From an optimization exercise on the open Yosys and OpenROAD flow, aimed at small area and a short achievable clock period; shortcuts taken in it are not production practice.
No run shown here included a check of the RTL's function; only the layout flow was run.
Power is estimated from default activity; no workload was simulated.

<file path="flow/config.mk">
export PLATFORM = sky130hd
export DESIGN_NAME = multiply_accumulate
export DESIGN_NICKNAME = multiply_accumulate
export VERILOG_FILES = /design/flow/design.v
export SDC_FILE = /design/flow/constraint.sdc
export NUM_CORES = 4
export LEC_CHECK = 0
export CAP_MARGIN = 20
export CORE_MARGIN = 2
export CORE_UTILIZATION = 65
export CTS_BUF_LIST = sky130_fd_sc_hd__clkbuf_8
export CTS_CLUSTER_DIAMETER = 60
export CTS_CLUSTER_SIZE = 15
export SETUP_SLACK_MARGIN = 2.2
export SLEW_MARGIN = 20
export TNS_END_PERCENT = 0
</file>
<file path="flow/constraint.sdc">
create_clock -name core_clock -period 4.5 [get_ports {clk}]
set_input_delay 0.9000 -clock core_clock [delete_from_list [all_inputs] [get_ports {clk}]]
set_output_delay 0.9000 -clock core_clock [all_outputs]
set_load 0.01 [all_outputs]
</file>
<file path="flow/design.v">
module multiplier_int(clk, a, one, two, neg, b, p);
  input clk;
  input [15:0] a;
  input [7:0] one, two, neg;
  input [15:0] b;
  output [31:0] p;
  reg [15:0] a_r;
  reg [7:0] one_r, two_r, neg_r;
  wire pp0_0;
  wire pp0_1;
  wire pp0_2;
  wire pp0_3;
  wire pp0_4;
  wire pp0_5;
  wire pp0_6;
  wire pp0_7;
  wire pp0_8;
  wire pp0_9;
  wire pp0_10;
  wire pp0_11;
  wire pp0_12;
  wire pp0_13;
  wire pp0_14;
  wire pp0_15;
  wire pp0_16;
  wire pp1_0;
  wire pp1_1;
  wire pp1_2;
  wire pp1_3;
  wire pp1_4;
  wire pp1_5;
  wire pp1_6;
  wire pp1_7;
  wire pp1_8;
  wire pp1_9;
  wire pp1_10;
  wire pp1_11;
  wire pp1_12;
  wire pp1_13;
  wire pp1_14;
  wire pp1_15;
  wire pp1_16;
  wire pp2_0;
  wire pp2_1;
  wire pp2_2;
  wire pp2_3;
  wire pp2_4;
  wire pp2_5;
  wire pp2_6;
  wire pp2_7;
  wire pp2_8;
  wire pp2_9;
  wire pp2_10;
  wire pp2_11;
  wire pp2_12;
  wire pp2_13;
  wire pp2_14;
  wire pp2_15;
  wire pp2_16;
  wire pp3_0;
  wire pp3_1;
  wire pp3_2;
  wire pp3_3;
  wire pp3_4;
  wire pp3_5;
  wire pp3_6;
  wire pp3_7;
  wire pp3_8;
  wire pp3_9;
  wire pp3_10;
  wire pp3_11;
  wire pp3_12;
  wire pp3_13;
  wire pp3_14;
  wire pp3_15;
  wire pp3_16;
  wire pp4_0;
  wire pp4_1;
  wire pp4_2;
  wire pp4_3;
  wire pp4_4;
  wire pp4_5;
  wire pp4_6;
  wire pp4_7;
  wire pp4_8;
  wire pp4_9;
  wire pp4_10;
  wire pp4_11;
  wire pp4_12;
  wire pp4_13;
  wire pp4_14;
  wire pp4_15;
  wire pp4_16;
  wire pp5_0;
  wire pp5_1;
  wire pp5_2;
  wire pp5_3;
  wire pp5_4;
  wire pp5_5;
  wire pp5_6;
  wire pp5_7;
  wire pp5_8;
  wire pp5_9;
  wire pp5_10;
  wire pp5_11;
  wire pp5_12;
  wire pp5_13;
  wire pp5_14;
  wire pp5_15;
  wire pp5_16;
  wire pp6_0;
  wire pp6_1;
  wire pp6_2;
  wire pp6_3;
  wire pp6_4;
  wire pp6_5;
  wire pp6_6;
  wire pp6_7;
  wire pp6_8;
  wire pp6_9;
  wire pp6_10;
  wire pp6_11;
  wire pp6_12;
  wire pp6_13;
  wire pp6_14;
  wire pp6_15;
  wire pp6_16;
  wire pp7_0;
  wire pp7_1;
  wire pp7_2;
  wire pp7_3;
  wire pp7_4;
  wire pp7_5;
  wire pp7_6;
  wire pp7_7;
  wire pp7_8;
  wire pp7_9;
  wire pp7_10;
  wire pp7_11;
  wire pp7_12;
  wire pp7_13;
  wire pp7_14;
  wire pp7_15;
  wire pp7_16;
  wire s1;
  wire c2;
  wire s3;
  wire c4;
  wire s5;
  wire c6;
  wire s7;
  wire c8;
  wire s9;
  wire c10;
  wire s11;
  wire c12;
  wire s13;
  wire c14;
  wire s15;
  wire c16;
  wire s17;
  wire c18;
  wire s19;
  wire c20;
  wire s21;
  wire c22;
  wire s23;
  wire c24;
  wire s25;
  wire c26;
  wire s27;
  wire c28;
  wire s29;
  wire c30;
  wire s31;
  wire c32;
  wire s33;
  wire c34;
  wire s35;
  wire c36;
  wire s37;
  wire c38;
  wire s39;
  wire c40;
  wire s41;
  wire c42;
  wire s43;
  wire c44;
  wire s45;
  wire c46;
  wire s47;
  wire c48;
  wire s49;
  wire c50;
  wire s51;
  wire c52;
  wire s53;
  wire c54;
  wire s55;
  wire c56;
  wire s57;
  wire c58;
  wire s59;
  wire c60;
  wire s61;
  wire c62;
  wire s63;
  wire c64;
  wire s65;
  wire c66;
  wire s67;
  wire c68;
  wire s69;
  wire c70;
  wire s71;
  wire c72;
  wire s73;
  wire c74;
  wire s75;
  wire c76;
  wire s77;
  wire c78;
  wire s79;
  wire c80;
  wire s81;
  wire c82;
  wire s83;
  wire c84;
  wire s85;
  wire c86;
  wire s87;
  wire c88;
  wire s89;
  wire c90;
  wire s91;
  wire c92;
  wire s93;
  wire c94;
  wire s95;
  wire c96;
  wire s97;
  wire c98;
  wire s99;
  wire c100;
  wire s101;
  wire c102;
  wire s103;
  wire c104;
  wire s105;
  wire c106;
  wire s107;
  wire c108;
  wire s109;
  wire c110;
  wire s111;
  wire c112;
  wire s113;
  wire c114;
  wire s115;
  wire c116;
  wire s117;
  wire c118;
  wire s119;
  wire c120;
  wire s121;
  wire c122;
  wire s123;
  wire c124;
  wire s125;
  wire c126;
  wire s127;
  wire c128;
  wire s129;
  wire c130;
  wire s131;
  wire c132;
  wire s133;
  wire c134;
  wire s135;
  wire c136;
  wire s137;
  wire c138;
  wire s139;
  wire c140;
  wire s141;
  wire c142;
  wire s143;
  wire c144;
  wire s145;
  wire c146;
  wire s147;
  wire c148;
  wire s149;
  wire c150;
  wire s151;
  wire c152;
  wire s153;
  wire c154;
  wire s155;
  wire c156;
  wire s157;
  wire c158;
  wire s159;
  wire c160;
  wire s161;
  wire c162;
  wire s163;
  wire c164;
  wire s165;
  wire c166;
  wire s167;
  wire c168;
  wire s169;
  wire c170;
  wire s171;
  wire c172;
  wire s173;
  wire c174;
  wire s175;
  wire c176;
  wire s177;
  wire c178;
  wire s179;
  wire c180;
  wire s181;
  wire c182;
  wire s183;
  wire c184;
  wire s185;
  wire c186;
  wire s187;
  wire c188;
  wire s189;
  wire c190;
  wire s191;
  wire c192;
  wire s193;
  wire c194;
  wire s195;
  wire c196;
  wire s197;
  wire c198;
  wire s199;
  wire c200;
  wire s201;
  wire c202;
  wire s203;
  wire c204;
  wire s205;
  wire c206;
  wire s207;
  wire c208;
  wire s209;
  wire c210;
  wire s211;
  wire c212;
  wire s213;
  wire c214;
  wire s215;
  wire c216;
  wire s217;
  wire c218;
  wire s219;
  wire c220;
  wire s221;
  wire c222;
  wire s223;
  wire c224;
  reg t1_0_0;
  reg t1_0_1;
  reg t1_1_0;
  reg t1_2_0;
  reg t1_3_0;
  reg t1_3_1;
  reg t1_3_2;
  reg t1_4_0;
  reg t1_4_1;
  reg t1_4_2;
  reg t1_5_0;
  reg t1_5_1;
  reg t1_5_2;
  reg t1_6_0;
  reg t1_6_1;
  reg t1_6_2;
  reg t1_7_0;
  reg t1_7_1;
  reg t1_7_2;
  reg t1_8_0;
  reg t1_8_1;
  reg t1_8_2;
  reg t1_9_0;
  reg t1_9_1;
  reg t1_9_2;
  reg t1_10_0;
  reg t1_10_1;
  reg t1_10_2;
  reg t1_11_0;
  reg t1_11_1;
  reg t1_11_2;
  reg t1_12_0;
  reg t1_12_1;
  reg t1_12_2;
  reg t1_13_0;
  reg t1_13_1;
  reg t1_13_2;
  reg t1_14_0;
  reg t1_14_1;
  reg t1_14_2;
  reg t1_15_0;
  reg t1_15_1;
  reg t1_15_2;
  reg t1_16_0;
  reg t1_16_1;
  reg t1_16_2;
  reg t1_17_0;
  reg t1_17_1;
  reg t1_17_2;
  reg t1_18_0;
  reg t1_18_1;
  reg t1_18_2;
  reg t1_19_0;
  reg t1_19_1;
  reg t1_19_2;
  reg t1_20_0;
  reg t1_20_1;
  reg t1_20_2;
  reg t1_21_0;
  reg t1_21_1;
  reg t1_21_2;
  reg t1_22_0;
  reg t1_22_1;
  reg t1_22_2;
  reg t1_23_0;
  reg t1_23_1;
  reg t1_23_2;
  reg t1_24_0;
  reg t1_25_0;
  reg t1_25_1;
  reg t1_26_0;
  reg t1_26_1;
  reg t1_27_0;
  reg t1_27_1;
  reg t1_28_0;
  reg t1_28_1;
  reg t1_29_0;
  reg t1_30_0;
  reg t1_30_1;
  always @(posedge clk) begin
    a_r <= a;
    one_r <= one; two_r <= two; neg_r <= neg;
    t1_0_0 <= neg_r[0];
    t1_0_1 <= pp0_0;
    t1_1_0 <= pp0_1;
    t1_2_0 <= s169;
    t1_3_0 <= pp0_3;
    t1_3_1 <= pp1_1;
    t1_3_2 <= c170;
    t1_4_0 <= pp1_2;
    t1_4_1 <= pp2_0;
    t1_4_2 <= s121;
    t1_5_0 <= pp2_1;
    t1_5_1 <= c122;
    t1_5_2 <= s123;
    t1_6_0 <= c124;
    t1_6_1 <= s49;
    t1_6_2 <= s125;
    t1_7_0 <= s51;
    t1_7_1 <= c126;
    t1_7_2 <= s127;
    t1_8_0 <= s53;
    t1_8_1 <= c128;
    t1_8_2 <= s129;
    t1_9_0 <= s57;
    t1_9_1 <= c130;
    t1_9_2 <= s131;
    t1_10_0 <= c132;
    t1_10_1 <= s63;
    t1_10_2 <= s133;
    t1_11_0 <= s67;
    t1_11_1 <= c134;
    t1_11_2 <= s135;
    t1_12_0 <= s71;
    t1_12_1 <= c136;
    t1_12_2 <= s137;
    t1_13_0 <= s75;
    t1_13_1 <= c138;
    t1_13_2 <= s139;
    t1_14_0 <= s79;
    t1_14_1 <= c140;
    t1_14_2 <= s141;
    t1_15_0 <= s83;
    t1_15_1 <= c142;
    t1_15_2 <= s143;
    t1_16_0 <= s87;
    t1_16_1 <= c144;
    t1_16_2 <= s145;
    t1_17_0 <= s91;
    t1_17_1 <= c146;
    t1_17_2 <= s147;
    t1_18_0 <= s95;
    t1_18_1 <= c148;
    t1_18_2 <= s149;
    t1_19_0 <= s99;
    t1_19_1 <= c150;
    t1_19_2 <= s151;
    t1_20_0 <= s103;
    t1_20_1 <= c152;
    t1_20_2 <= s153;
    t1_21_0 <= s107;
    t1_21_1 <= c154;
    t1_21_2 <= s155;
    t1_22_0 <= c108;
    t1_22_1 <= s157;
    t1_22_2 <= c156;
    t1_23_0 <= c112;
    t1_23_1 <= s159;
    t1_23_2 <= c158;
    t1_24_0 <= s171;
    t1_25_0 <= c172;
    t1_25_1 <= s173;
    t1_26_0 <= s175;
    t1_26_1 <= c174;
    t1_27_0 <= s177;
    t1_27_1 <= c176;
    t1_28_0 <= s179;
    t1_28_1 <= c178;
    t1_29_0 <= s181;
    t1_30_0 <= pp7_16;
    t1_30_1 <= c182;
  end
  assign pp0_0 = (one_r[0] & a_r[0]) ^ neg_r[0];
  assign pp0_1 = ((one_r[0] & a_r[1]) | (two_r[0] & a_r[0])) ^ neg_r[0];
  assign pp0_2 = ((one_r[0] & a_r[2]) | (two_r[0] & a_r[1])) ^ neg_r[0];
  assign pp0_3 = ((one_r[0] & a_r[3]) | (two_r[0] & a_r[2])) ^ neg_r[0];
  assign pp0_4 = ((one_r[0] & a_r[4]) | (two_r[0] & a_r[3])) ^ neg_r[0];
  assign pp0_5 = ((one_r[0] & a_r[5]) | (two_r[0] & a_r[4])) ^ neg_r[0];
  assign pp0_6 = ((one_r[0] & a_r[6]) | (two_r[0] & a_r[5])) ^ neg_r[0];
  assign pp0_7 = ((one_r[0] & a_r[7]) | (two_r[0] & a_r[6])) ^ neg_r[0];
  assign pp0_8 = ((one_r[0] & a_r[8]) | (two_r[0] & a_r[7])) ^ neg_r[0];
  assign pp0_9 = ((one_r[0] & a_r[9]) | (two_r[0] & a_r[8])) ^ neg_r[0];
  assign pp0_10 = ((one_r[0] & a_r[10]) | (two_r[0] & a_r[9])) ^ neg_r[0];
  assign pp0_11 = ((one_r[0] & a_r[11]) | (two_r[0] & a_r[10])) ^ neg_r[0];
  assign pp0_12 = ((one_r[0] & a_r[12]) | (two_r[0] & a_r[11])) ^ neg_r[0];
  assign pp0_13 = ((one_r[0] & a_r[13]) | (two_r[0] & a_r[12])) ^ neg_r[0];
  assign pp0_14 = ((one_r[0] & a_r[14]) | (two_r[0] & a_r[13])) ^ neg_r[0];
  assign pp0_15 = ((one_r[0] & a_r[15]) | (two_r[0] & a_r[14])) ^ neg_r[0];
  assign pp0_16 = ~(((one_r[0] & a_r[15]) | (two_r[0] & a_r[15])) ^ neg_r[0]);
  assign pp1_0 = (one_r[1] & a_r[0]) ^ neg_r[1];
  assign pp1_1 = ((one_r[1] & a_r[1]) | (two_r[1] & a_r[0])) ^ neg_r[1];
  assign pp1_2 = ((one_r[1] & a_r[2]) | (two_r[1] & a_r[1])) ^ neg_r[1];
  assign pp1_3 = ((one_r[1] & a_r[3]) | (two_r[1] & a_r[2])) ^ neg_r[1];
  assign pp1_4 = ((one_r[1] & a_r[4]) | (two_r[1] & a_r[3])) ^ neg_r[1];
  assign pp1_5 = ((one_r[1] & a_r[5]) | (two_r[1] & a_r[4])) ^ neg_r[1];
  assign pp1_6 = ((one_r[1] & a_r[6]) | (two_r[1] & a_r[5])) ^ neg_r[1];
  assign pp1_7 = ((one_r[1] & a_r[7]) | (two_r[1] & a_r[6])) ^ neg_r[1];
  assign pp1_8 = ((one_r[1] & a_r[8]) | (two_r[1] & a_r[7])) ^ neg_r[1];
  assign pp1_9 = ((one_r[1] & a_r[9]) | (two_r[1] & a_r[8])) ^ neg_r[1];
  assign pp1_10 = ((one_r[1] & a_r[10]) | (two_r[1] & a_r[9])) ^ neg_r[1];
  assign pp1_11 = ((one_r[1] & a_r[11]) | (two_r[1] & a_r[10])) ^ neg_r[1];
  assign pp1_12 = ((one_r[1] & a_r[12]) | (two_r[1] & a_r[11])) ^ neg_r[1];
  assign pp1_13 = ((one_r[1] & a_r[13]) | (two_r[1] & a_r[12])) ^ neg_r[1];
  assign pp1_14 = ((one_r[1] & a_r[14]) | (two_r[1] & a_r[13])) ^ neg_r[1];
  assign pp1_15 = ((one_r[1] & a_r[15]) | (two_r[1] & a_r[14])) ^ neg_r[1];
  assign pp1_16 = ~(((one_r[1] & a_r[15]) | (two_r[1] & a_r[15])) ^ neg_r[1]);
  assign pp2_0 = (one_r[2] & a_r[0]) ^ neg_r[2];
  assign pp2_1 = ((one_r[2] & a_r[1]) | (two_r[2] & a_r[0])) ^ neg_r[2];
  assign pp2_2 = ((one_r[2] & a_r[2]) | (two_r[2] & a_r[1])) ^ neg_r[2];
  assign pp2_3 = ((one_r[2] & a_r[3]) | (two_r[2] & a_r[2])) ^ neg_r[2];
  assign pp2_4 = ((one_r[2] & a_r[4]) | (two_r[2] & a_r[3])) ^ neg_r[2];
  assign pp2_5 = ((one_r[2] & a_r[5]) | (two_r[2] & a_r[4])) ^ neg_r[2];
  assign pp2_6 = ((one_r[2] & a_r[6]) | (two_r[2] & a_r[5])) ^ neg_r[2];
  assign pp2_7 = ((one_r[2] & a_r[7]) | (two_r[2] & a_r[6])) ^ neg_r[2];
  assign pp2_8 = ((one_r[2] & a_r[8]) | (two_r[2] & a_r[7])) ^ neg_r[2];
  assign pp2_9 = ((one_r[2] & a_r[9]) | (two_r[2] & a_r[8])) ^ neg_r[2];
  assign pp2_10 = ((one_r[2] & a_r[10]) | (two_r[2] & a_r[9])) ^ neg_r[2];
  assign pp2_11 = ((one_r[2] & a_r[11]) | (two_r[2] & a_r[10])) ^ neg_r[2];
  assign pp2_12 = ((one_r[2] & a_r[12]) | (two_r[2] & a_r[11])) ^ neg_r[2];
  assign pp2_13 = ((one_r[2] & a_r[13]) | (two_r[2] & a_r[12])) ^ neg_r[2];
  assign pp2_14 = ((one_r[2] & a_r[14]) | (two_r[2] & a_r[13])) ^ neg_r[2];
  assign pp2_15 = ((one_r[2] & a_r[15]) | (two_r[2] & a_r[14])) ^ neg_r[2];
  assign pp2_16 = ~(((one_r[2] & a_r[15]) | (two_r[2] & a_r[15])) ^ neg_r[2]);
  assign pp3_0 = (one_r[3] & a_r[0]) ^ neg_r[3];
  assign pp3_1 = ((one_r[3] & a_r[1]) | (two_r[3] & a_r[0])) ^ neg_r[3];
  assign pp3_2 = ((one_r[3] & a_r[2]) | (two_r[3] & a_r[1])) ^ neg_r[3];
  assign pp3_3 = ((one_r[3] & a_r[3]) | (two_r[3] & a_r[2])) ^ neg_r[3];
  assign pp3_4 = ((one_r[3] & a_r[4]) | (two_r[3] & a_r[3])) ^ neg_r[3];
  assign pp3_5 = ((one_r[3] & a_r[5]) | (two_r[3] & a_r[4])) ^ neg_r[3];
  assign pp3_6 = ((one_r[3] & a_r[6]) | (two_r[3] & a_r[5])) ^ neg_r[3];
  assign pp3_7 = ((one_r[3] & a_r[7]) | (two_r[3] & a_r[6])) ^ neg_r[3];
  assign pp3_8 = ((one_r[3] & a_r[8]) | (two_r[3] & a_r[7])) ^ neg_r[3];
  assign pp3_9 = ((one_r[3] & a_r[9]) | (two_r[3] & a_r[8])) ^ neg_r[3];
  assign pp3_10 = ((one_r[3] & a_r[10]) | (two_r[3] & a_r[9])) ^ neg_r[3];
  assign pp3_11 = ((one_r[3] & a_r[11]) | (two_r[3] & a_r[10])) ^ neg_r[3];
  assign pp3_12 = ((one_r[3] & a_r[12]) | (two_r[3] & a_r[11])) ^ neg_r[3];
  assign pp3_13 = ((one_r[3] & a_r[13]) | (two_r[3] & a_r[12])) ^ neg_r[3];
  assign pp3_14 = ((one_r[3] & a_r[14]) | (two_r[3] & a_r[13])) ^ neg_r[3];
  assign pp3_15 = ((one_r[3] & a_r[15]) | (two_r[3] & a_r[14])) ^ neg_r[3];
  assign pp3_16 = ~(((one_r[3] & a_r[15]) | (two_r[3] & a_r[15])) ^ neg_r[3]);
  assign pp4_0 = (one_r[4] & a_r[0]) ^ neg_r[4];
  assign pp4_1 = ((one_r[4] & a_r[1]) | (two_r[4] & a_r[0])) ^ neg_r[4];
  assign pp4_2 = ((one_r[4] & a_r[2]) | (two_r[4] & a_r[1])) ^ neg_r[4];
  assign pp4_3 = ((one_r[4] & a_r[3]) | (two_r[4] & a_r[2])) ^ neg_r[4];
  assign pp4_4 = ((one_r[4] & a_r[4]) | (two_r[4] & a_r[3])) ^ neg_r[4];
  assign pp4_5 = ((one_r[4] & a_r[5]) | (two_r[4] & a_r[4])) ^ neg_r[4];
  assign pp4_6 = ((one_r[4] & a_r[6]) | (two_r[4] & a_r[5])) ^ neg_r[4];
  assign pp4_7 = ((one_r[4] & a_r[7]) | (two_r[4] & a_r[6])) ^ neg_r[4];
  assign pp4_8 = ((one_r[4] & a_r[8]) | (two_r[4] & a_r[7])) ^ neg_r[4];
  assign pp4_9 = ((one_r[4] & a_r[9]) | (two_r[4] & a_r[8])) ^ neg_r[4];
  assign pp4_10 = ((one_r[4] & a_r[10]) | (two_r[4] & a_r[9])) ^ neg_r[4];
  assign pp4_11 = ((one_r[4] & a_r[11]) | (two_r[4] & a_r[10])) ^ neg_r[4];
  assign pp4_12 = ((one_r[4] & a_r[12]) | (two_r[4] & a_r[11])) ^ neg_r[4];
  assign pp4_13 = ((one_r[4] & a_r[13]) | (two_r[4] & a_r[12])) ^ neg_r[4];
  assign pp4_14 = ((one_r[4] & a_r[14]) | (two_r[4] & a_r[13])) ^ neg_r[4];
  assign pp4_15 = ((one_r[4] & a_r[15]) | (two_r[4] & a_r[14])) ^ neg_r[4];
  assign pp4_16 = ~(((one_r[4] & a_r[15]) | (two_r[4] & a_r[15])) ^ neg_r[4]);
  assign pp5_0 = (one_r[5] & a_r[0]) ^ neg_r[5];
  assign pp5_1 = ((one_r[5] & a_r[1]) | (two_r[5] & a_r[0])) ^ neg_r[5];
  assign pp5_2 = ((one_r[5] & a_r[2]) | (two_r[5] & a_r[1])) ^ neg_r[5];
  assign pp5_3 = ((one_r[5] & a_r[3]) | (two_r[5] & a_r[2])) ^ neg_r[5];
  assign pp5_4 = ((one_r[5] & a_r[4]) | (two_r[5] & a_r[3])) ^ neg_r[5];
  assign pp5_5 = ((one_r[5] & a_r[5]) | (two_r[5] & a_r[4])) ^ neg_r[5];
  assign pp5_6 = ((one_r[5] & a_r[6]) | (two_r[5] & a_r[5])) ^ neg_r[5];
  assign pp5_7 = ((one_r[5] & a_r[7]) | (two_r[5] & a_r[6])) ^ neg_r[5];
  assign pp5_8 = ((one_r[5] & a_r[8]) | (two_r[5] & a_r[7])) ^ neg_r[5];
  assign pp5_9 = ((one_r[5] & a_r[9]) | (two_r[5] & a_r[8])) ^ neg_r[5];
  assign pp5_10 = ((one_r[5] & a_r[10]) | (two_r[5] & a_r[9])) ^ neg_r[5];
  assign pp5_11 = ((one_r[5] & a_r[11]) | (two_r[5] & a_r[10])) ^ neg_r[5];
  assign pp5_12 = ((one_r[5] & a_r[12]) | (two_r[5] & a_r[11])) ^ neg_r[5];
  assign pp5_13 = ((one_r[5] & a_r[13]) | (two_r[5] & a_r[12])) ^ neg_r[5];
  assign pp5_14 = ((one_r[5] & a_r[14]) | (two_r[5] & a_r[13])) ^ neg_r[5];
  assign pp5_15 = ((one_r[5] & a_r[15]) | (two_r[5] & a_r[14])) ^ neg_r[5];
  assign pp5_16 = ~(((one_r[5] & a_r[15]) | (two_r[5] & a_r[15])) ^ neg_r[5]);
  assign pp6_0 = (one_r[6] & a_r[0]) ^ neg_r[6];
  assign pp6_1 = ((one_r[6] & a_r[1]) | (two_r[6] & a_r[0])) ^ neg_r[6];
  assign pp6_2 = ((one_r[6] & a_r[2]) | (two_r[6] & a_r[1])) ^ neg_r[6];
  assign pp6_3 = ((one_r[6] & a_r[3]) | (two_r[6] & a_r[2])) ^ neg_r[6];
  assign pp6_4 = ((one_r[6] & a_r[4]) | (two_r[6] & a_r[3])) ^ neg_r[6];
  assign pp6_5 = ((one_r[6] & a_r[5]) | (two_r[6] & a_r[4])) ^ neg_r[6];
  assign pp6_6 = ((one_r[6] & a_r[6]) | (two_r[6] & a_r[5])) ^ neg_r[6];
  assign pp6_7 = ((one_r[6] & a_r[7]) | (two_r[6] & a_r[6])) ^ neg_r[6];
  assign pp6_8 = ((one_r[6] & a_r[8]) | (two_r[6] & a_r[7])) ^ neg_r[6];
  assign pp6_9 = ((one_r[6] & a_r[9]) | (two_r[6] & a_r[8])) ^ neg_r[6];
  assign pp6_10 = ((one_r[6] & a_r[10]) | (two_r[6] & a_r[9])) ^ neg_r[6];
  assign pp6_11 = ((one_r[6] & a_r[11]) | (two_r[6] & a_r[10])) ^ neg_r[6];
  assign pp6_12 = ((one_r[6] & a_r[12]) | (two_r[6] & a_r[11])) ^ neg_r[6];
  assign pp6_13 = ((one_r[6] & a_r[13]) | (two_r[6] & a_r[12])) ^ neg_r[6];
  assign pp6_14 = ((one_r[6] & a_r[14]) | (two_r[6] & a_r[13])) ^ neg_r[6];
  assign pp6_15 = ((one_r[6] & a_r[15]) | (two_r[6] & a_r[14])) ^ neg_r[6];
  assign pp6_16 = ~(((one_r[6] & a_r[15]) | (two_r[6] & a_r[15])) ^ neg_r[6]);
  assign pp7_0 = (one_r[7] & a_r[0]) ^ neg_r[7];
  assign pp7_1 = ((one_r[7] & a_r[1]) | (two_r[7] & a_r[0])) ^ neg_r[7];
  assign pp7_2 = ((one_r[7] & a_r[2]) | (two_r[7] & a_r[1])) ^ neg_r[7];
  assign pp7_3 = ((one_r[7] & a_r[3]) | (two_r[7] & a_r[2])) ^ neg_r[7];
  assign pp7_4 = ((one_r[7] & a_r[4]) | (two_r[7] & a_r[3])) ^ neg_r[7];
  assign pp7_5 = ((one_r[7] & a_r[5]) | (two_r[7] & a_r[4])) ^ neg_r[7];
  assign pp7_6 = ((one_r[7] & a_r[6]) | (two_r[7] & a_r[5])) ^ neg_r[7];
  assign pp7_7 = ((one_r[7] & a_r[7]) | (two_r[7] & a_r[6])) ^ neg_r[7];
  assign pp7_8 = ((one_r[7] & a_r[8]) | (two_r[7] & a_r[7])) ^ neg_r[7];
  assign pp7_9 = ((one_r[7] & a_r[9]) | (two_r[7] & a_r[8])) ^ neg_r[7];
  assign pp7_10 = ((one_r[7] & a_r[10]) | (two_r[7] & a_r[9])) ^ neg_r[7];
  assign pp7_11 = ((one_r[7] & a_r[11]) | (two_r[7] & a_r[10])) ^ neg_r[7];
  assign pp7_12 = ((one_r[7] & a_r[12]) | (two_r[7] & a_r[11])) ^ neg_r[7];
  assign pp7_13 = ((one_r[7] & a_r[13]) | (two_r[7] & a_r[12])) ^ neg_r[7];
  assign pp7_14 = ((one_r[7] & a_r[14]) | (two_r[7] & a_r[13])) ^ neg_r[7];
  assign pp7_15 = ((one_r[7] & a_r[15]) | (two_r[7] & a_r[14])) ^ neg_r[7];
  assign pp7_16 = ~(((one_r[7] & a_r[15]) | (two_r[7] & a_r[15])) ^ neg_r[7]);
  assign s1 = neg_r[5] ^ pp0_10;
  assign c2 = neg_r[5] & pp0_10;
  assign s3 = pp0_11 ^ pp1_9;
  assign c4 = pp0_11 & pp1_9;
  assign s5 = neg_r[6] ^ pp0_12 ^ pp1_10;
  assign c6 = (neg_r[6] & pp0_12) | (neg_r[6] & pp1_10) | (pp0_12 & pp1_10);
  assign s7 = pp2_8 ^ pp3_6;
  assign c8 = pp2_8 & pp3_6;
  assign s9 = pp0_13 ^ pp1_11 ^ pp2_9;
  assign c10 = (pp0_13 & pp1_11) | (pp0_13 & pp2_9) | (pp1_11 & pp2_9);
  assign s11 = pp3_7 ^ pp4_5;
  assign c12 = pp3_7 & pp4_5;
  assign s13 = neg_r[7] ^ pp0_14 ^ pp1_12;
  assign c14 = (neg_r[7] & pp0_14) | (neg_r[7] & pp1_12) | (pp0_14 & pp1_12);
  assign s15 = pp2_10 ^ pp3_8 ^ pp4_6;
  assign c16 = (pp2_10 & pp3_8) | (pp2_10 & pp4_6) | (pp3_8 & pp4_6);
  assign s17 = pp5_4 ^ pp6_2;
  assign c18 = pp5_4 & pp6_2;
  assign s19 = pp0_15 ^ pp1_13 ^ pp2_11;
  assign c20 = (pp0_15 & pp1_13) | (pp0_15 & pp2_11) | (pp1_13 & pp2_11);
  assign s21 = pp3_9 ^ pp4_7 ^ pp5_5;
  assign c22 = (pp3_9 & pp4_7) | (pp3_9 & pp5_5) | (pp4_7 & pp5_5);
  assign s23 = pp6_3 ^ pp7_1;
  assign c24 = pp6_3 & pp7_1;
  assign s25 = 1'b1 ^ pp0_16 ^ pp1_14;
  assign c26 = (1'b1 & pp0_16) | (1'b1 & pp1_14) | (pp0_16 & pp1_14);
  assign s27 = pp2_12 ^ pp3_10 ^ pp4_8;
  assign c28 = (pp2_12 & pp3_10) | (pp2_12 & pp4_8) | (pp3_10 & pp4_8);
  assign s29 = pp5_6 ^ pp6_4 ^ pp7_2;
  assign c30 = (pp5_6 & pp6_4) | (pp5_6 & pp7_2) | (pp6_4 & pp7_2);
  assign s31 = 1'b1 ^ pp1_15 ^ pp2_13;
  assign c32 = (1'b1 & pp1_15) | (1'b1 & pp2_13) | (pp1_15 & pp2_13);
  assign s33 = pp3_11 ^ pp4_9 ^ pp5_7;
  assign c34 = (pp3_11 & pp4_9) | (pp3_11 & pp5_7) | (pp4_9 & pp5_7);
  assign s35 = pp6_5 ^ pp7_3;
  assign c36 = pp6_5 & pp7_3;
  assign s37 = pp1_16 ^ pp2_14 ^ pp3_12;
  assign c38 = (pp1_16 & pp2_14) | (pp1_16 & pp3_12) | (pp2_14 & pp3_12);
  assign s39 = pp4_10 ^ pp5_8 ^ pp6_6;
  assign c40 = (pp4_10 & pp5_8) | (pp4_10 & pp6_6) | (pp5_8 & pp6_6);
  assign s41 = 1'b1 ^ pp2_15 ^ pp3_13;
  assign c42 = (1'b1 & pp2_15) | (1'b1 & pp3_13) | (pp2_15 & pp3_13);
  assign s43 = pp4_11 ^ pp5_9;
  assign c44 = pp4_11 & pp5_9;
  assign s45 = pp2_16 ^ pp3_14 ^ pp4_12;
  assign c46 = (pp2_16 & pp3_14) | (pp2_16 & pp4_12) | (pp3_14 & pp4_12);
  assign s47 = 1'b1 ^ pp3_15;
  assign c48 = 1'b1 & pp3_15;
  assign s49 = neg_r[3] ^ pp0_6;
  assign c50 = neg_r[3] & pp0_6;
  assign s51 = pp0_7 ^ pp1_5;
  assign c52 = pp0_7 & pp1_5;
  assign s53 = neg_r[4] ^ pp0_8 ^ pp1_6;
  assign c54 = (neg_r[4] & pp0_8) | (neg_r[4] & pp1_6) | (pp0_8 & pp1_6);
  assign s55 = pp2_4 ^ pp3_2;
  assign c56 = pp2_4 & pp3_2;
  assign s57 = pp0_9 ^ pp1_7 ^ pp2_5;
  assign c58 = (pp0_9 & pp1_7) | (pp0_9 & pp2_5) | (pp1_7 & pp2_5);
  assign s59 = pp3_3 ^ pp4_1;
  assign c60 = pp3_3 & pp4_1;
  assign s61 = pp1_8 ^ pp2_6 ^ pp3_4;
  assign c62 = (pp1_8 & pp2_6) | (pp1_8 & pp3_4) | (pp2_6 & pp3_4);
  assign s63 = pp4_2 ^ pp5_0 ^ s1;
  assign c64 = (pp4_2 & pp5_0) | (pp4_2 & s1) | (pp5_0 & s1);
  assign s65 = pp2_7 ^ pp3_5 ^ pp4_3;
  assign c66 = (pp2_7 & pp3_5) | (pp2_7 & pp4_3) | (pp3_5 & pp4_3);
  assign s67 = pp5_1 ^ c2 ^ s3;
  assign c68 = (pp5_1 & c2) | (pp5_1 & s3) | (c2 & s3);
  assign s69 = pp4_4 ^ pp5_2 ^ pp6_0;
  assign c70 = (pp4_4 & pp5_2) | (pp4_4 & pp6_0) | (pp5_2 & pp6_0);
  assign s71 = c4 ^ s7 ^ s5;
  assign c72 = (c4 & s7) | (c4 & s5) | (s7 & s5);
  assign s73 = pp5_3 ^ pp6_1 ^ c8;
  assign c74 = (pp5_3 & pp6_1) | (pp5_3 & c8) | (pp6_1 & c8);
  assign s75 = s11 ^ c6 ^ s9;
  assign c76 = (s11 & c6) | (s11 & s9) | (c6 & s9);
  assign s77 = pp7_0 ^ c12 ^ s17;
  assign c78 = (pp7_0 & c12) | (pp7_0 & s17) | (c12 & s17);
  assign s79 = c10 ^ s13 ^ s15;
  assign c80 = (c10 & s13) | (c10 & s15) | (s13 & s15);
  assign s81 = c18 ^ s23 ^ c14;
  assign c82 = (c18 & s23) | (c18 & c14) | (s23 & c14);
  assign s83 = c16 ^ s19 ^ s21;
  assign c84 = (c16 & s19) | (c16 & s21) | (s19 & s21);
  assign s85 = c24 ^ c20 ^ c22;
  assign c86 = (c24 & c20) | (c24 & c22) | (c20 & c22);
  assign s87 = s25 ^ s27 ^ s29;
  assign c88 = (s25 & s27) | (s25 & s29) | (s27 & s29);
  assign s89 = s35 ^ c26 ^ c28;
  assign c90 = (s35 & c26) | (s35 & c28) | (c26 & c28);
  assign s91 = c30 ^ s31 ^ s33;
  assign c92 = (c30 & s31) | (c30 & s33) | (s31 & s33);
  assign s93 = pp7_4 ^ c36 ^ c32;
  assign c94 = (pp7_4 & c36) | (pp7_4 & c32) | (c36 & c32);
  assign s95 = c34 ^ s37 ^ s39;
  assign c96 = (c34 & s37) | (c34 & s39) | (s37 & s39);
  assign s97 = pp6_7 ^ pp7_5 ^ s43;
  assign c98 = (pp6_7 & pp7_5) | (pp6_7 & s43) | (pp7_5 & s43);
  assign s99 = c38 ^ c40 ^ s41;
  assign c100 = (c38 & c40) | (c38 & s41) | (c40 & s41);
  assign s101 = pp5_10 ^ pp6_8 ^ pp7_6;
  assign c102 = (pp5_10 & pp6_8) | (pp5_10 & pp7_6) | (pp6_8 & pp7_6);
  assign s103 = c44 ^ c42 ^ s45;
  assign c104 = (c44 & c42) | (c44 & s45) | (c42 & s45);
  assign s105 = pp4_13 ^ pp5_11 ^ pp6_9;
  assign c106 = (pp4_13 & pp5_11) | (pp4_13 & pp6_9) | (pp5_11 & pp6_9);
  assign s107 = pp7_7 ^ s47 ^ c46;
  assign c108 = (pp7_7 & s47) | (pp7_7 & c46) | (s47 & c46);
  assign s109 = pp3_16 ^ pp4_14 ^ pp5_12;
  assign c110 = (pp3_16 & pp4_14) | (pp3_16 & pp5_12) | (pp4_14 & pp5_12);
  assign s111 = pp6_10 ^ pp7_8 ^ c48;
  assign c112 = (pp6_10 & pp7_8) | (pp6_10 & c48) | (pp7_8 & c48);
  assign s113 = 1'b1 ^ pp4_15 ^ pp5_13;
  assign c114 = (1'b1 & pp4_15) | (1'b1 & pp5_13) | (pp4_15 & pp5_13);
  assign s115 = pp6_11 ^ pp7_9;
  assign c116 = pp6_11 & pp7_9;
  assign s117 = pp4_16 ^ pp5_14 ^ pp6_12;
  assign c118 = (pp4_16 & pp5_14) | (pp4_16 & pp6_12) | (pp5_14 & pp6_12);
  assign s119 = 1'b1 ^ pp5_15;
  assign c120 = 1'b1 & pp5_15;
  assign s121 = neg_r[2] ^ pp0_4;
  assign c122 = neg_r[2] & pp0_4;
  assign s123 = pp0_5 ^ pp1_3;
  assign c124 = pp0_5 & pp1_3;
  assign s125 = pp1_4 ^ pp2_2 ^ pp3_0;
  assign c126 = (pp1_4 & pp2_2) | (pp1_4 & pp3_0) | (pp2_2 & pp3_0);
  assign s127 = pp2_3 ^ pp3_1 ^ c50;
  assign c128 = (pp2_3 & pp3_1) | (pp2_3 & c50) | (pp3_1 & c50);
  assign s129 = pp4_0 ^ c52 ^ s55;
  assign c130 = (pp4_0 & c52) | (pp4_0 & s55) | (c52 & s55);
  assign s131 = c56 ^ s59 ^ c54;
  assign c132 = (c56 & s59) | (c56 & c54) | (s59 & c54);
  assign s133 = c60 ^ c58 ^ s61;
  assign c134 = (c60 & c58) | (c60 & s61) | (c58 & s61);
  assign s135 = c62 ^ s65 ^ c64;
  assign c136 = (c62 & s65) | (c62 & c64) | (s65 & c64);
  assign s137 = c66 ^ s69 ^ c68;
  assign c138 = (c66 & s69) | (c66 & c68) | (s69 & c68);
  assign s139 = c70 ^ s73 ^ c72;
  assign c140 = (c70 & s73) | (c70 & c72) | (s73 & c72);
  assign s141 = c74 ^ s77 ^ c76;
  assign c142 = (c74 & s77) | (c74 & c76) | (s77 & c76);
  assign s143 = c78 ^ c80 ^ s81;
  assign c144 = (c78 & c80) | (c78 & s81) | (c80 & s81);
  assign s145 = c82 ^ c84 ^ s85;
  assign c146 = (c82 & c84) | (c82 & s85) | (c84 & s85);
  assign s147 = c86 ^ c88 ^ s89;
  assign c148 = (c86 & c88) | (c86 & s89) | (c88 & s89);
  assign s149 = c90 ^ c92 ^ s93;
  assign c150 = (c90 & c92) | (c90 & s93) | (c92 & s93);
  assign s151 = c94 ^ s97 ^ c96;
  assign c152 = (c94 & s97) | (c94 & c96) | (s97 & c96);
  assign s153 = s101 ^ c98 ^ c100;
  assign c154 = (s101 & c98) | (s101 & c100) | (c98 & c100);
  assign s155 = c102 ^ s105 ^ c104;
  assign c156 = (c102 & s105) | (c102 & c104) | (s105 & c104);
  assign s157 = c106 ^ s109 ^ s111;
  assign c158 = (c106 & s109) | (c106 & s111) | (s109 & s111);
  assign s159 = s115 ^ c110 ^ s113;
  assign c160 = (s115 & c110) | (s115 & s113) | (c110 & s113);
  assign s161 = pp7_10 ^ c116 ^ c114;
  assign c162 = (pp7_10 & c116) | (pp7_10 & c114) | (c116 & c114);
  assign s163 = pp6_13 ^ pp7_11 ^ s119;
  assign c164 = (pp6_13 & pp7_11) | (pp6_13 & s119) | (pp7_11 & s119);
  assign s165 = pp5_16 ^ pp6_14 ^ pp7_12;
  assign c166 = (pp5_16 & pp6_14) | (pp5_16 & pp7_12) | (pp6_14 & pp7_12);
  assign s167 = 1'b1 ^ pp6_15;
  assign c168 = 1'b1 & pp6_15;
  assign s169 = neg_r[1] ^ pp0_2 ^ pp1_0;
  assign c170 = (neg_r[1] & pp0_2) | (neg_r[1] & pp1_0) | (pp0_2 & pp1_0);
  assign s171 = s117 ^ c160 ^ s161;
  assign c172 = (s117 & c160) | (s117 & s161) | (c160 & s161);
  assign s173 = c118 ^ c162 ^ s163;
  assign c174 = (c118 & c162) | (c118 & s163) | (c162 & s163);
  assign s175 = c120 ^ s165 ^ c164;
  assign c176 = (c120 & s165) | (c120 & c164) | (s165 & c164);
  assign s177 = pp7_13 ^ s167 ^ c166;
  assign c178 = (pp7_13 & s167) | (pp7_13 & c166) | (s167 & c166);
  assign s179 = pp6_16 ^ pp7_14 ^ c168;
  assign c180 = (pp6_16 & pp7_14) | (pp6_16 & c168) | (pp7_14 & c168);
  assign s181 = 1'b1 ^ pp7_15 ^ c180;
  assign c182 = (1'b1 & pp7_15) | (1'b1 & c180) | (pp7_15 & c180);
  assign s183 = t1_3_0 ^ t1_3_1;
  assign c184 = t1_3_0 & t1_3_1;
  assign s185 = t1_4_0 ^ t1_4_1 ^ t1_4_2;
  assign c186 = (t1_4_0 & t1_4_1) | (t1_4_0 & t1_4_2) | (t1_4_1 & t1_4_2);
  assign s187 = t1_5_0 ^ t1_5_1 ^ t1_5_2;
  assign c188 = (t1_5_0 & t1_5_1) | (t1_5_0 & t1_5_2) | (t1_5_1 & t1_5_2);
  assign s189 = t1_6_0 ^ t1_6_1 ^ t1_6_2;
  assign c190 = (t1_6_0 & t1_6_1) | (t1_6_0 & t1_6_2) | (t1_6_1 & t1_6_2);
  assign s191 = t1_7_0 ^ t1_7_1 ^ t1_7_2;
  assign c192 = (t1_7_0 & t1_7_1) | (t1_7_0 & t1_7_2) | (t1_7_1 & t1_7_2);
  assign s193 = t1_8_0 ^ t1_8_1 ^ t1_8_2;
  assign c194 = (t1_8_0 & t1_8_1) | (t1_8_0 & t1_8_2) | (t1_8_1 & t1_8_2);
  assign s195 = t1_9_0 ^ t1_9_1 ^ t1_9_2;
  assign c196 = (t1_9_0 & t1_9_1) | (t1_9_0 & t1_9_2) | (t1_9_1 & t1_9_2);
  assign s197 = t1_10_0 ^ t1_10_1 ^ t1_10_2;
  assign c198 = (t1_10_0 & t1_10_1) | (t1_10_0 & t1_10_2) | (t1_10_1 & t1_10_2);
  assign s199 = t1_11_0 ^ t1_11_1 ^ t1_11_2;
  assign c200 = (t1_11_0 & t1_11_1) | (t1_11_0 & t1_11_2) | (t1_11_1 & t1_11_2);
  assign s201 = t1_12_0 ^ t1_12_1 ^ t1_12_2;
  assign c202 = (t1_12_0 & t1_12_1) | (t1_12_0 & t1_12_2) | (t1_12_1 & t1_12_2);
  assign s203 = t1_13_0 ^ t1_13_1 ^ t1_13_2;
  assign c204 = (t1_13_0 & t1_13_1) | (t1_13_0 & t1_13_2) | (t1_13_1 & t1_13_2);
  assign s205 = t1_14_0 ^ t1_14_1 ^ t1_14_2;
  assign c206 = (t1_14_0 & t1_14_1) | (t1_14_0 & t1_14_2) | (t1_14_1 & t1_14_2);
  assign s207 = t1_15_0 ^ t1_15_1 ^ t1_15_2;
  assign c208 = (t1_15_0 & t1_15_1) | (t1_15_0 & t1_15_2) | (t1_15_1 & t1_15_2);
  assign s209 = t1_16_0 ^ t1_16_1 ^ t1_16_2;
  assign c210 = (t1_16_0 & t1_16_1) | (t1_16_0 & t1_16_2) | (t1_16_1 & t1_16_2);
  assign s211 = t1_17_0 ^ t1_17_1 ^ t1_17_2;
  assign c212 = (t1_17_0 & t1_17_1) | (t1_17_0 & t1_17_2) | (t1_17_1 & t1_17_2);
  assign s213 = t1_18_0 ^ t1_18_1 ^ t1_18_2;
  assign c214 = (t1_18_0 & t1_18_1) | (t1_18_0 & t1_18_2) | (t1_18_1 & t1_18_2);
  assign s215 = t1_19_0 ^ t1_19_1 ^ t1_19_2;
  assign c216 = (t1_19_0 & t1_19_1) | (t1_19_0 & t1_19_2) | (t1_19_1 & t1_19_2);
  assign s217 = t1_20_0 ^ t1_20_1 ^ t1_20_2;
  assign c218 = (t1_20_0 & t1_20_1) | (t1_20_0 & t1_20_2) | (t1_20_1 & t1_20_2);
  assign s219 = t1_21_0 ^ t1_21_1 ^ t1_21_2;
  assign c220 = (t1_21_0 & t1_21_1) | (t1_21_0 & t1_21_2) | (t1_21_1 & t1_21_2);
  assign s221 = t1_22_0 ^ t1_22_1 ^ t1_22_2;
  assign c222 = (t1_22_0 & t1_22_1) | (t1_22_0 & t1_22_2) | (t1_22_1 & t1_22_2);
  assign s223 = t1_23_0 ^ t1_23_1 ^ t1_23_2;
  assign c224 = (t1_23_0 & t1_23_1) | (t1_23_0 & t1_23_2) | (t1_23_1 & t1_23_2);
  wire [31:0] rowA = {1'b1, t1_30_0, t1_29_0, t1_28_0, t1_27_0, t1_26_0, t1_25_0, t1_24_0, s223, s221, s219, s217, s215, s213, s211, s209, s207, s205, s203, s201, s199, s197, s195, s193, s191, s189, s187, s185, s183, t1_2_0, t1_1_0, t1_0_0};
  wire [31:0] rowB = {1'b0, t1_30_1, 1'b0, t1_28_1, t1_27_1, t1_26_1, t1_25_1, c224, c222, c220, c218, c216, c214, c212, c210, c208, c206, c204, c202, c200, c198, c196, c194, c192, c190, c188, c186, c184, t1_3_2, 1'b0, 1'b0, t1_0_1};
  assign p = rowA + rowB;
endmodule
module multiply_accumulate(
  clk,
  aresetn,
  reset,
  data,
  multi,
  result,
  overflow
);
  parameter I_OPP_W = 16;
  parameter O_OPP_W = 2 * I_OPP_W;
  input clk;
  input aresetn;
  input reset;
  input [I_OPP_W - 1:0] data;
  input [I_OPP_W - 1:0] multi;
  output reg [O_OPP_W - 1:0] result;
  output reg overflow;
  wire [16:0] bx = {multi, 1'b0};
  wire [7:0] one, two, neg;
  genvar g;
  generate for (g = 0; g < 8; g = g + 1) begin : enc
    assign one[g] = bx[2*g+1] ^ bx[2*g];
    assign two[g] = (bx[2*g+2] & ~bx[2*g+1] & ~bx[2*g]) | (~bx[2*g+2] & bx[2*g+1] & bx[2*g]);
    assign neg[g] = bx[2*g+2];
  end endgenerate
  wire [31:0] prod;
  multiplier_int u0(.clk(clk), .a(data), .one(one), .two(two), .neg(neg), .b(multi), .p(prod));
  localparam ND = 15;
  reg [30:0] pd [0:ND-2];
  integer i;
  always @(posedge clk) begin
    pd[0] <= prod[30:0];
    for (i = 1; i < ND - 1; i = i + 1)
      pd[i] <= pd[i-1];
  end
  wire [30:0] pp = pd[ND-2];
  wire [31:0] pfull = {pp[30] & (|pp[29:0]), pp};
  reg [4:0] cnt;
  reg [31:0] q;
  always @(posedge clk, negedge aresetn) begin
    if (aresetn == 0) begin
      cnt <= 0;
      q <= 0;
    end else begin
      if (cnt != 5'd16)
        cnt <= cnt + 5'd1;
      q <= (cnt == 5'd16) ? pfull : 32'd0;
    end
  end
  always @(posedge clk, negedge aresetn) begin
    if (aresetn == 0) begin
      result <= 0;
      overflow <= 0;
    end else if (reset == 1) begin
      result <= 0;
      overflow <= 0;
    end else begin
      result <= result + q;
      overflow <= result[O_OPP_W - 1] ^ q[31];
    end
  end
endmodule
</file>
<file path="flow/flow/run.sh">
#!/bin/bash
export BUFFER_PORTS_ARGS="-buffer_cell sky130_fd_sc_hd__buf_1"
bash standard.sh > standard.log 2>&1
</file>
<file path="flow/standard.sh">
#!/bin/bash
# synth_recipe.tcl (not shown) runs the flow's synth.tcl, then flattens the netlist and writes it again
# the make line also repeats each setting of config.mk as NAME=value (left out here)
make -C /OpenROAD-flow-scripts/flow DESIGN_CONFIG=/design/flow/config.mk WORK_HOME=/design/flow/orfs CLKGATE_MAP_FILE= SYNTH_SCRIPT=/design/flow/synth_recipe.tcl "${@:-finish}"
</file>
==> impl_results.html, run 1 <==
<table>
<tr><th>Metric</th><th>Value</th></tr>
<tr><th colspan="2">Status</th></tr>
<tr><td>Outcome</td><td>no timing/DRC/antenna violations</td></tr>
<tr><th colspan="2">Yosys</th></tr>
<tr><td>Post-Syn Instances</td><td>between 1500 and 2000</td></tr>
<tr><td>Portion of synthesized cell area occupied by the leading cell type</td><td>0.5184</td></tr>
<tr><td>Post-synthesis compound-gate area fraction</td><td>0.1097</td></tr>
<tr><td>Area contributors post-synth</td><td>dfxtp_1 (52%), fa_1 (8.2%), dfrtp_1 (8.2%), xnor2_1 (5.9%), ha_1 (4.8%)</td></tr>
<tr><td>Area share of fa/ha/maj cells after synthesis</td><td>0.1305</td></tr>
<tr><td>Syn nets</td><td>approximately 1900</td></tr>
<tr><td>Cell area after synthesis</td><td>about 0.021 mm²</td></tr>
<tr><td>Portion of netlist area occupied by mux cells</td><td>0.003867</td></tr>
<tr><td>Post-synth cell types</td><td>77</td></tr>
<tr><td>Most frequently used cell type in the post-synthesis netlist</td><td>dfxtp_1</td></tr>
<tr><td>XOR/XNOR Fraction of Synth Area</td><td>0.07710</td></tr>
<tr><td>Seq cells post-synth</td><td>about 620</td></tr>
<tr><td>Combinational family with the most area after synthesis</td><td>adder cells</td></tr>
<tr><td>Flip-flop cell with the highest count after synthesis</td><td>dfxtp_1</td></tr>
<tr><td>Number of flops mapped to enable cells by yosys</td><td>0</td></tr>
<tr><td>Average size of a mapped cell</td><td>~13 µm²</td></tr>
<tr><td>Synthesized-area fraction occupied by and/or/nand/nor cells</td><td>0.05185</td></tr>
<tr><td>Cell taking the most area after synthesis</td><td>dfxtp_1</td></tr>
<tr><td>Sequential area share after synthesis</td><td>0.6004</td></tr>
<tr><td>Ranking of synthesized cells by instance count</td><td>dfxtp_1 (553), xnor2_1 (143), a22oi_1 (121), fa_1 (88), ha_1 (82)</td></tr>
<tr><td>Async set-reset flop share out of synthesis</td><td>0.1124</td></tr>
<tr><td>Warning count from the yosys run</td><td>3</td></tr>
<tr><th colspan="2">Setup path</th></tr>
<tr><td>Critical path data arrival time</td><td>around 3.4 ns</td></tr>
<tr><td>Reg2Reg Setup Slack</td><td>around 1.7 ns</td></tr>
<tr><td>Classification of the worst setup path</td><td>reg -&gt; reg</td></tr>
<tr><td>Setup crit end kind</td><td>flop</td></tr>
<tr><td>Required time worst endpoint</td><td>between 5 and 6 ns</td></tr>
<tr><td>Peak fanout along the critical path</td><td>4</td></tr>
<tr><td>Critical Path Start</td><td>u0.t1_5_2$_DFF_P_</td></tr>
<tr><td>End of the worst register-to-register path</td><td>pd[0][28]$_DFF_P_</td></tr>
<tr><td>Worst reg-to-reg path cell count</td><td>10</td></tr>
<tr><td>Critical R2R Launch</td><td>u0.t1_5_2$_DFF_P_</td></tr>
<tr><td>Capturing element of the worst setup path</td><td>pd[0][28]$_DFF_P_</td></tr>
<tr><td>Setup crit start kind</td><td>flop</td></tr>
<tr><th colspan="2">Placement</th></tr>
<tr><td>Quantity of I/O buffers inserted on ports</td><td>67</td></tr>
<tr><td>Number of cells in the design after placement</td><td>roughly 2100</td></tr>
<tr><td>Placed cell area</td><td>~0.022 mm²</td></tr>
<tr><td>Detail Placement HPWL</td><td>between 20000 and 25000 µm</td></tr>
<tr><td>Placer's final routability congestion estimate</td><td>approximately 0.9</td></tr>
<tr><th colspan="2">Clock network</th></tr>
<tr><td>Number of clock buffers inserted by TritonCTS</td><td>50</td></tr>
<tr><td>TritonCTS clock tree</td><td>built</td></tr>
<tr><td>Source-to-sink clock delay at the later pin of the worst-skew pair</td><td>between 0.6 and 0.7 ns</td></tr>
<tr><td>Num Clock Sinks</td><td>between 600 and 700</td></tr>
<tr><td>CTS HTree Levels</td><td>2</td></tr>
<tr><td>Hold buffer count at CTS</td><td>0</td></tr>
<tr><td>CTS clk-pin slew, worst paths</td><td>roughly 0.090 ns</td></tr>
<tr><td>Maximum clock insertion buffer count</td><td>3</td></tr>
<tr><td>Root Buffer</td><td>clkbuf_8</td></tr>
<tr><th colspan="2">GRT</th></tr>
<tr><td>Initial antenna violation count</td><td>0</td></tr>
<tr><td>Grt ovf</td><td>0</td></tr>
<tr><td>Met1 track demand over resource in global routing</td><td>0.2311</td></tr>
<tr><td>First-pass GRT wire length</td><td>between 50000 and 60000 µm</td></tr>
<tr><td>Met3 track demand over resource in global routing</td><td>0.03401</td></tr>
<tr><td>Maximum number of pins on one net before global-route repair</td><td>just under 50</td></tr>
<tr><td>Gr busiest metal</td><td>met2</td></tr>
<tr><td>Combined global-route utilization of all metal layers</td><td>0.2056</td></tr>
<tr><td>Met2 layer usage reported by global route</td><td>0.3721</td></tr>
<tr><td>Via count of the first global-routing pass</td><td>12130</td></tr>
<tr><th colspan="2">Timing</th></tr>
<tr><td>Part of the cycle the worst path needs</td><td>0.6287</td></tr>
<tr><td>RSZ-0062 raised after global routing</td><td>yes</td></tr>
<tr><td>Least-Margin Pin Slew</td><td>~1.1 ns</td></tr>
<tr><td>Number of setup violations in the final report</td><td>0</td></tr>
<tr><td>Worst setup skew after layout</td><td>0.02164 ns</td></tr>
<tr><td>Max Fclk</td><td>353.4 MHz</td></tr>
<tr><td>Final-layout setup total negative slack</td><td>0 ns</td></tr>
<tr><td>Fin. Hold Viols</td><td>0</td></tr>
<tr><td>Slew headroom</td><td>0.2764</td></tr>
<tr><td>Max-slew violation count</td><td>0</td></tr>
<tr><td>Min Tclk post-route</td><td>around 2.8 ns</td></tr>
<tr><th colspan="2">Floorplan</th></tr>
<tr><td>Total I/O pin count</td><td>a little under 70</td></tr>
<tr><td>Die Span X</td><td>between 150 and 200 µm</td></tr>
<tr><td>Core Region</td><td>about 0.032 mm²</td></tr>
<tr><td>Starting density of the core</td><td>0.6581</td></tr>
<tr><td>Floorplan die area</td><td>0.03432 mm²</td></tr>
<tr><td>Std-Cell Rows</td><td>66</td></tr>
<tr><td>Overall die height</td><td>185.3 µm</td></tr>
<tr><th colspan="2">Routing</th></tr>
<tr><td>Avg Vias per Cell</td><td>around 5.4</td></tr>
<tr><td>Antenna-violating nets left</td><td>0</td></tr>
<tr><td>Drt first-iter violations</td><td>~650</td></tr>
<tr><td>Post-DR wirelength/cell</td><td>between 15 and 20 µm</td></tr>
<tr><td>Drt drc</td><td>0</td></tr>
<tr><td>Via count</td><td>between 10000 and 15000</td></tr>
<tr><td>Pre-antenna DRT Iters</td><td>6</td></tr>
<tr><td>Final routed wirelength across all metal layers</td><td>34360 µm</td></tr>
<tr><th colspan="2">Layout</th></tr>
<tr><td>Flip-flop and latch area</td><td>0.01284 mm²</td></tr>
<tr><td>Share of cells above drive strength 1</td><td>0.09880</td></tr>
<tr><td>NumNets Final</td><td>1939</td></tr>
<tr><td>Antenna diode count</td><td>0</td></tr>
<tr><td>Post-route insts no fill</td><td>between 2000 and 2500</td></tr>
<tr><td>Area of combinational cells with multiple inputs</td><td>slightly above 0.008 mm²</td></tr>
<tr><td>Growth of design area from synthesis to finish</td><td>8.870%</td></tr>
<tr><td>Final std cell area, no fill</td><td>approximately 0.023 mm²</td></tr>
<tr><td>Number of inserted filler cells in the final layout</td><td>approximately 2300</td></tr>
<tr><th colspan="2">Power</th></tr>
<tr><td>Worst ir drop on vdd</td><td>roughly 480 µV</td></tr>
<tr><td>Static Leakage</td><td>0.009715 µW</td></tr>
<tr><td>Power per unit of standard cell area</td><td>~850 mW/mm²</td></tr>
<tr><th colspan="2">Flow run</th></tr>
<tr><td>Total of max-cap violations</td><td>0</td></tr>
<tr><th colspan="2">Min path</th></tr>
<tr><td>Classification of the worst-slack hold path</td><td>in -&gt; async</td></tr>
</table>
worst min path at each step:
stage	endpoint	slack, ns
after floorplan	pd[10][0]$_DFF_P_	0.31
after global placement	pd[12][14]$_DFF_P_	0.31
after detailed placement	pd[10][26]$_DFF_P_	0.31
after CTS	u0.a_r[0]$_DFF_P_	0.29
after global routing	result[1]$_DFF_PN0_	0.26
final	result[1]$_DFF_PN0_	0.25
kinds of logic after synthesis:
kind of cell / count (synthesis)
buf+inv: 151
fa+ha+maj: 170
mux: 7
compound gates: 314
simple gates: 218
xor+xnor: 188
flops: 623
where the power goes:
| group | switching [µW] | internal [µW] | total, µW |
|---|---|---|---|
| logic | 4310 | 3670 | 7980 |
| registers | 822 | 8140 | 8960 |
| clock network | 1660 | 1190 | 2840 |
| total | 6790 | 13000 | 19800 |
metal layers:
metal  routed length (µm)  share of wire
met1                13990           0.41
met2                17240           0.50
met3                 1822          0.053
met4                 1307          0.038
met5                    0              0
layout make-up:
cell class,instances,area share
clock buffers,51,0.03019
multi-input cells,897,0.3557
clock inverters,18,0.007588
inverters,70,0.01130
well taps,442,0.02379
repair buffers,92,0.01905
flip-flops and latches,623,0.5524
layout by cell type (no fill, tap or decap), types with 7 or more instances in the layout:
cell,count
nand3b_1,7
buf_4,26
buf_1,66
a21oi_1,47
nand4_1,8
nor4_1,7
dfxtp_2,17
xor2_1,45
xnor2_1,143
and2_1,32
o21ai_0,36
a21o_1,29
clkbuf_8,51
and3_1,8
fa_1,87
nand2b_1,9
ha_4,11
nor2_1,55
dfxtp_1,536
a22oi_1,121
nor3_1,15
dfrtp_1,70
nor2b_1,12
nand3_1,12
inv_1,77
ha_1,68
o21a_1,7
nand2_1,37
critical path: stages, from the launching register on:
cell	delay, ns
dfxtp_1	0.32
fa_1	0.48
ha_2	0.35
o21a_4	0.15
a2bb2oi_4	0.22
a311oi_4	0.14
o311ai_4	0.39
a21oi_2	0.12
o21a_4	0.23
o21ba_4	0.19
xnor2_1	0.12
repair_timing:
action,4_1_cts,5_1_grt
pin swaps,25,13
cloned,0,0
endpoints found under the setup margin,80,88
setup buffers,12,3
gates resized for setup,21,33
flip-flops by register name (all words and copies together), names as in the netlist, 5 cells and up:
name	count
result	32
u0.a_r	16
u0.one_r	8
cnt	5
q	32
u0.neg_r	8
u0.two_r	8
pd	434
through the flow:
| stage | hold slack (ns) | worst slack [ns] | utilization | total power [µW] |
|---|---|---|---|---|
| after detailed placement | 0.3121 | 1.583 | 0.6782 | 16180 |
| final | 0.2545 | 1.671 | 0.7164 | 19790 |
| after global routing | 0.2599 | 1.618 | 0.7164 | 21250 |
| after CTS | 0.2888 | 1.683 | 0.7111 | 19440 |
| after global placement | 0.3097 | 1.637 | 0.6782 | 15840 |
| after floorplan | 0.3096 | 1.862 | - | 14440 |
==> inputs of run 2 (changes only) <==
--- a/flow/config.mk
+++ b/flow/config.mk
@@ -15,2 +15,2 @@
 export SLEW_MARGIN = 20
-export TNS_END_PERCENT = 0
+export TNS_END_PERCENT = 5
==> run 2 against run 1 <==
Maximum frequency is 1.8% lower; sequential power barely moved; critical path type unchanged; final cell count grew 0.73%; still clean; first-iteration DRC count down 6.0%; setup slack worse by 0.053 ns.
==> impl_results.html, run 2 <==
<table>
<tr><th>Metric</th><th>Value</th></tr>
<tr><th colspan="2">Routing</th></tr>
<tr><td>Pre-antenna DRT Iters</td><td>5 (-1)</td></tr>
<tr><td>Final routed wirelength across all metal layers</td><td>34840 µm (+1.4%)</td></tr>
<tr><td>Drt first-iter violations</td><td>613 (-6.0%)</td></tr>
<tr><td>Drt drc</td><td>0 (unchanged)</td></tr>
<tr><th colspan="2">Yosys</th></tr>
<tr><td>Average size of a mapped cell</td><td>12.78 µm² (unchanged)</td></tr>
<tr><td>Post-Syn Instances</td><td>1671 (unchanged)</td></tr>
<tr><td>Post-synth cell types</td><td>77 (unchanged)</td></tr>
<tr><td>Cell area after synthesis</td><td>0.02136 mm² (unchanged)</td></tr>
<tr><td>Async set-reset flop share out of synthesis</td><td>0.1124 (unchanged)</td></tr>
<tr><td>Seq cells post-synth</td><td>623 (unchanged)</td></tr>
<tr><td>Number of flops mapped to enable cells by yosys</td><td>0 (unchanged)</td></tr>
<tr><td>Area contributors post-synth</td><td>dfxtp_1 (52%), fa_1 (8.2%), dfrtp_1 (8.2%), xnor2_1 (5.9%), ha_1 (4.8%)</td></tr>
<tr><td>Cell taking the most area after synthesis</td><td>dfxtp_1</td></tr>
<tr><th colspan="2">Layout</th></tr>
<tr><td>Largest registers</td><td>pd x434, q x32, result x32</td></tr>
<tr><td>Highest-count cells in the layout ignoring fill and taps</td><td>dfxtp_1 (546), xnor2_1 (143), a22oi_1 (113), fa_1 (85), inv_1 (75)</td></tr>
<tr><td>Share of cells above drive strength 1</td><td>0.1109 (+0.01212)</td></tr>
<tr><td>Antenna diode count</td><td>0 (unchanged)</td></tr>
<tr><td>Max FFs per register</td><td>434 (unchanged)</td></tr>
<tr><td>Register containing the most flip-flops in the final layout</td><td>pd</td></tr>
<tr><th colspan="2">Timing</th></tr>
<tr><td>RSZ-0062 raised after global routing</td><td>yes</td></tr>
<tr><td>Fin. Hold Viols</td><td>0 (unchanged)</td></tr>
<tr><td>Min Tclk post-route</td><td>2.883 ns (+0.05323 ns)</td></tr>
<tr><td>Least-Margin Pin Slew</td><td>0.9563 ns (-0.1277 ns)</td></tr>
<tr><td>Number of setup violations in the final report</td><td>0 (unchanged)</td></tr>
<tr><td>Final-layout setup total negative slack</td><td>0 ns (unchanged)</td></tr>
<tr><td>Max-slew violation count</td><td>0 (unchanged)</td></tr>
<tr><th colspan="2">Placement</th></tr>
<tr><td>Worst Setup Slack post-DPL</td><td>1.563 ns (-0.01994 ns)</td></tr>
<tr><td>Detail Placement HPWL</td><td>23810 µm (+1.0%)</td></tr>
<tr><th colspan="2">GRT</th></tr>
<tr><td>Met3 track demand over resource in global routing</td><td>0.03834 (+0.004326)</td></tr>
<tr><td>Grt ovf</td><td>0 (unchanged)</td></tr>
<tr><td>Combined global-route utilization of all metal layers</td><td>0.2057 (about the same)</td></tr>
<tr><td>Initial antenna violation count</td><td>0 (unchanged)</td></tr>
<tr><td>Met1 track demand over resource in global routing</td><td>0.2320 (+0.0008880)</td></tr>
<tr><th colspan="2">Power</th></tr>
<tr><td>Static Leakage</td><td>0.009807 µW (+0.94%)</td></tr>
<tr><td>Worst ir drop on vdd</td><td>413.5 µV (-13%)</td></tr>
<tr><th colspan="2">Setup path</th></tr>
<tr><td>Setup crit end kind</td><td>flop</td></tr>
<tr><td>Critical R2R Launch</td><td>u0.t1_7_0$_DFF_P_</td></tr>
<tr><td>Peak fanout along the critical path</td><td>4 (unchanged)</td></tr>
<tr><td>Setup crit start kind</td><td>flop</td></tr>
<tr><td>Required time worst endpoint</td><td>5.03 ns (about the same)</td></tr>
<tr><th colspan="2">Floorplan</th></tr>
<tr><td>Die Span X</td><td>185.3 µm (unchanged)</td></tr>
<tr><td>Std-Cell Rows</td><td>66 (unchanged)</td></tr>
<tr><td>Overall die height</td><td>185.3 µm (unchanged)</td></tr>
<tr><td>Total I/O pin count</td><td>68 (unchanged)</td></tr>
<tr><th colspan="2">Clock network</th></tr>
<tr><td>TritonCTS clock tree</td><td>built</td></tr>
<tr><td>Root Buffer</td><td>clkbuf_8</td></tr>
<tr><td>Source-to-sink clock delay at the later pin of the worst-skew pair</td><td>0.61 ns (-0.03 ns)</td></tr>
<tr><td>CTS HTree Levels</td><td>2 (unchanged)</td></tr>
<tr><th colspan="2">Status</th></tr>
<tr><td>Outcome</td><td>no timing/DRC/antenna violations</td></tr>
</table>
[run 2: cells by family (layout without fill, tap and decap cells)]
| logic type | count (synthesis) | after routing | share of synthesized area |
|---|---|---|---|
| compound gates | 314 | 314 | 0.1097 |
| xor+xnor | 188 | 188 | 0.07710 |
| fa+ha+maj | 170 | 170 | 0.1305 |
| buf+inv | 151 | 247 | 0.02660 |
| flops | 623 | 623 | 0.6004 |
| mux | 7 | 7 | 0.003866 |
| simple gates | 218 | 218 | 0.05185 |
[run 2: report_power, final]
| part | leakage (µW) | switching (µW) | internal, µW | total (µW) |
|---|---|---|---|---|
| Sequential | 0.00553 | 829 | 8140 | 8970 |
| Combinational | 0.00380 | 4360 | 3770 | 8130 |
| Clock | 0.000483 | 1640 | 1160 | 2800 |
| Total | 0.00981 | 6830 | 13100 | 19900 |
[run 2: layout make-up]
| cell class | instances | area (µm²) | share of cell area |
|---|---|---|---|
| well taps | 442 | 553.0 | 0.02353 |
| clock buffers | 53 | 729.5 | 0.03104 |
| flip-flops and latches | 623 | 12830 | 0.5459 |
| clock inverters | 19 | 153.9 | 0.006548 |
| multi-input cells | 897 | 8404 | 0.3576 |
| repair buffers | 105 | 568.0 | 0.02417 |
| inverters | 70 | 262.8 | 0.01118 |
[run 2: path summary, 6_finish.rpt]
| kind | endpoint | slack [ns] | cells past startpoint |
|---|---|---|---|
| max in group asynchronous | q[6]$_DFF_PN0_ | 3.50 | 2 |
| min in group core_clock | pd[12][0]$_DFF_P_ | 0.31 | 0 |
| hold reg to reg | pd[12][0]$_DFF_P_ | 0.31 | 0 |
| hold / removal | result[3]$_DFF_PN0_ | 0.29 | 1 |
| setup / recovery | pd[0][29]$_DFF_P_ | 1.62 | 10 |
| setup reg to reg | pd[0][29]$_DFF_P_ | 1.62 | 10 |
[run 2: metal layers]
| metal | vias to the layer above | wire length, µm |
|---|---|---|
| met5 | - | 0 |
| met4 | 0 | 1269 |
| met3 | 91 | 2113 |
| met2 | 398 | 17580 |
| met1 | 5734 | 13880 |
| li1 | 5744 | - |
[run 2: timing repair]
action / CTS / global route
setup endpoints to repair: 80 / 87
pin swaps: 23 / 29
buffers inserted: 11 / 15
resized for setup: 20 / 37
[run 2: critical path, cell delays in order (launching register included)]
cell and delay (ns):
dfxtp_1 0.33, fa_1 0.53, ha_4 0.31, and3_4 0.18
o211a_4 0.19, o2111ai_4 0.18, a211oi_2 0.35, o31ai_2 0.11
or3_1 0.34, a21oi_2 0.13, xor2_1 0.15
[run 2: stage by stage]
step	total power, µW	instance area, µm²	util	hold WS [ns]	std cells
2_1_floorplan	14490	21760	-	0.3096	1671
3_3_place_gp	15840	22060	0.6798	0.3095	2110
3_5_place_dp	16200	22060	0.6798	0.3121	2110
4_1_cts	19360	23150	0.7132	0.3188	2193
5_1_grt	21370	23500	0.7242	0.3018	2209
6_report	19900	23500	0.7242	0.2879	2209

==> what the ideal ports hide <==
The results above use ideal ports. As a check the final layouts listed here were re-extracted and re-timed, cells and wires unchanged.
Step 1: set_driving_cell puts a clkbuf_16 on clk and a buf_2 on each other input, an assumption about the parent block.
Step 2 also shifts input and output timing later by t, the mid clock arrival at the registers, as if the neighbouring blocks saw the same clock.
a / b / c = no drivers / after step 1 / after step 2; a / b = the first two.
run | t, ns | slack for setup (ns) | worst hold slack (ns) | worst setup path after step 2 | latest minus earliest clock arrival (ns)
run 1 | 0.673 | 1.671 / 1.671 / 1.671 | 0.254 / 0.233 / 0.321 | register to register | 0.026 / 0.027
run 2 | 0.639 | 1.617 / 1.617 / 1.617 | 0.288 / 0.267 / 0.313 | register to register | 0.030 / 0.029
After both steps setup and hold are still met in every run listed.
